This design comes from an exercise in tuning for small area on the open sky130 flow, not from production work.
Only simulation tests tie the RTL to the original design; equivalence was not proved.
Power is estimated from default activity; no workload was simulated.

==> flow/design.v <==
module window_gen #(
    parameter int DATA_W = 8,
    parameter int IMG_W  = 32
)(
    input  logic              clk,
    input  logic              pixel_vld,
    input  logic [DATA_W-1:0] pixel_in,
    output logic [DATA_W-1:0] tap32,
    output logic [DATA_W-1:0] tap64
);
    logic [DATA_W-1:0] sr [0:2*IMG_W-1];
    always_ff @(posedge clk) begin
        if (pixel_vld) begin
            sr[0] <= pixel_in;
            for (int i = 1; i < 2*IMG_W; i++)
                sr[i] <= sr[i-1];
        end
    end
    assign tap32 = sr[IMG_W-1];
    assign tap64 = sr[2*IMG_W-1];
endmodule
module gaussian_blur (
  input  logic        clk,
  input  logic        rst_n,
  input  logic [7:0]  pixel_in,
  input  logic        pixel_vld,
  output logic [7:0]  pixel_out,
  output logic        pixel_vld_out
);
  localparam int IMG_W = 32;
  localparam int IMG_H = 24;
  logic [7:0] tap32, tap64;
  window_gen #(.DATA_W(8), .IMG_W(IMG_W)) win0 (
    .clk      (clk),
    .pixel_vld(pixel_vld),
    .pixel_in (pixel_in),
    .tap32    (tap32),
    .tap64    (tap64)
  );
  logic [8:0]  cs_s;
  logic [9:0]  cs_c;
  logic [10:0] rc0;
  logic [9:0]  vin;
  assign cs_s[0] = tap64[0] ^ pixel_in[0];
  assign cs_c[0] = 1'b0;
  assign cs_c[1] = tap64[0] & pixel_in[0];
  for (genvar i = 1; i < 8; i++) begin : g_csa0
    assign {cs_c[i+1], cs_s[i]} = tap64[i] + pixel_in[i] + tap32[i-1];
  end
  assign cs_s[8] = tap32[7];
  assign cs_c[9] = 1'b0;
  assign rc0[0] = 1'b0;
  for (genvar i = 0; i < 10; i++) begin : g_cpa0
    logic a;
    assign a = (i < 9) ? cs_s[i] : 1'b0;
    assign {rc0[i+1], vin[i]} = a + cs_c[i] + rc0[i];
  end
  logic [9:0] v0, v1, v2;
  always_ff @(posedge clk) begin
    if (pixel_vld) begin
      v0 <= vin;
      v1 <= v0;
      v2 <= v1;
    end
  end
  logic [11:0] sum;
  logic [10:0] ss_s;
  logic [11:0] ss_c;
  logic [12:0] rc1;
  assign ss_s[0] = v2[0] ^ v0[0];
  assign ss_c[0] = 1'b0;
  assign ss_c[1] = v2[0] & v0[0];
  for (genvar i = 1; i < 10; i++) begin : g_csa1
    assign {ss_c[i+1], ss_s[i]} = v2[i] + v0[i] + v1[i-1];
  end
  assign ss_s[10] = v1[9];
  assign ss_c[11] = 1'b0;
  assign rc1[0] = 1'b0;
  for (genvar i = 0; i < 12; i++) begin : g_cpa1
    logic a;
    assign a = (i < 11) ? ss_s[i] : 1'b0;
    assign {rc1[i+1], sum[i]} = a + ss_c[i] + rc1[i];
  end
  logic [1:0] vld_pipe;
  always_ff @(posedge clk or negedge rst_n) begin
    if (!rst_n) begin
      vld_pipe      <= 2'b0;
      pixel_vld_out <= 1'b0;
    end else begin
      vld_pipe      <= {vld_pipe[0], pixel_vld};
      pixel_vld_out <= vld_pipe[1];
    end
  end
  logic [$clog2(IMG_W)-1:0] col_cnt;
  logic [$clog2(IMG_H)-1:0] row_cnt;
  always_ff @(posedge clk or negedge rst_n) begin
    if (!rst_n) begin
      col_cnt <= '0;
      row_cnt <= '0;
    end else if (vld_pipe[1]) begin
      col_cnt <= col_cnt + 1'b1;
      if (&col_cnt)
        row_cnt <= (row_cnt == 5'(IMG_H-1)) ? '0 : row_cnt + 1'b1;
    end
  end
  always_ff @(posedge clk) begin
    if (row_cnt == 0)
      pixel_out <= sum[9:2];
    else
      pixel_out <= sum[11:4];
  end
endmodule
==> flow/config.mk <==
export PLATFORM = sky130hd
export DESIGN_NAME = gaussian_blur
export DESIGN_NICKNAME = gaussian_blur
export VERILOG_FILES = /design/flow/design.v
export SDC_FILE = /design/flow/constraint.sdc
export NUM_CORES = 4
export LEC_CHECK = 0
export CAP_MARGIN = 20
export CORE_MARGIN = 2
export CORE_UTILIZATION = 40
export SLEW_MARGIN = 20
==> flow/constraint.sdc <==
create_clock -name core_clock -period 5.0 [get_ports {clk}]
set_input_delay 1.0000 -clock core_clock [delete_from_list [all_inputs] [get_ports {clk}]]
set_output_delay 1.0000 -clock core_clock [all_outputs]
set_load 0.01 [all_outputs]
standard.sh (not shown) runs the stock make flow with config.mk's settings and CLKGATE_MAP_FILE= SYNTH_SCRIPT=/design/flow/synth_recipe.tcl, a recipe that flattens the netlist after the stock synthesis.
==> flow/flow/run.sh <==
#!/bin/bash
# Own layout flow: the standard ORFS flow with small port buffers and a
# lean clock tree (no dummy clock loads). Tool output goes to standard.log.
set -euo pipefail
export BUFFER_PORTS_ARGS="-buffer_cell sky130_fd_sc_hd__buf_1"
export CTS_ARGS="-sink_clustering_enable -repair_clock_nets -dont_use_dummy_load -buf_list sky130_fd_sc_hd__clkbuf_8 -root_buf sky130_fd_sc_hd__clkbuf_2 -tree_buf sky130_fd_sc_hd__clkbuf_2 -sink_clustering_buffer sky130_fd_sc_hd__clkbuf_8 -sink_clustering_size 20 -sink_clustering_max_diameter 60"
bash standard.sh > standard.log 2>&1
==> next run, changes <==
--- a/flow/design.v
+++ b/flow/design.v
@@ -90,22 +90,22 @@
       vld_pipe      <= {vld_pipe[0], pixel_vld};
       pixel_vld_out <= vld_pipe[1];
     end
   end
-  logic [$clog2(IMG_W)-1:0] col_cnt;
-  logic [$clog2(IMG_H)-1:0] row_cnt;
+  logic [7:0] pos;
+  logic [1:0] third;
   always_ff @(posedge clk or negedge rst_n) begin
     if (!rst_n) begin
-      col_cnt <= '0;
-      row_cnt <= '0;
+      pos   <= '0;
+      third <= '0;
     end else if (vld_pipe[1]) begin
-      col_cnt <= col_cnt + 1'b1;
-      if (&col_cnt)
-        row_cnt <= (row_cnt == 5'(IMG_H-1)) ? '0 : row_cnt + 1'b1;
+      pos <= pos + 1'b1;
+      if (&pos)
+        third <= (third == 2'd2) ? 2'd0 : third + 1'b1;
     end
   end
   always_ff @(posedge clk) begin
-    if (row_cnt == 0)
+    if (pos[7:5] == 3'd0 && third == 2'd0)
       pixel_out <= sum[9:2];
     else
       pixel_out <= sum[11:4];
   end
What happened:
- The new run passed the timing, design-rule and antenna checks
- combinational power stays flat
- setup slack improves by 11 ps
- cell count drops by 0.39%
- clock-buffer cell count climbs by 1
- global-route usage climbs by 0.29 points
- area after synthesis drops by 0.36%
- via count drops by 0.94%

[afterwards: timing with drivers on the ports]
In the flow no input, the clock included, has a driving cell. The finished layouts below were timed again as built, in two steps.
Step 1 assumes that a clkbuf_16 drives the clock port and a buf_2 every other input.
Step 2, shift: input delay + t, output delay - t, t = (earliest + latest rising clock arrival at the registers) / 2. This alone moves slack from input paths to output paths.
Three values: ideal, step 1, step 2; two values: the first two.
run | t, ns | setup slack, ns | slew at the worst register clock pin (ns) | worst slew at a driven data input, ns
the first run | 0.853 | 0.196 / 0.196 / -0.147 | 0.12 / 0.12 | 0.03
the second run | 0.887 | 0.207 / 0.207 / -0.085 | 0.12 / 0.12 | 0.04
With both steps, setup timing fails in the first run and the second run, where it was met with ideal ports. For the first run, which loses most, drivers alone change the setup slack by 0.000 ns; drivers and shift together by -0.343 ns.
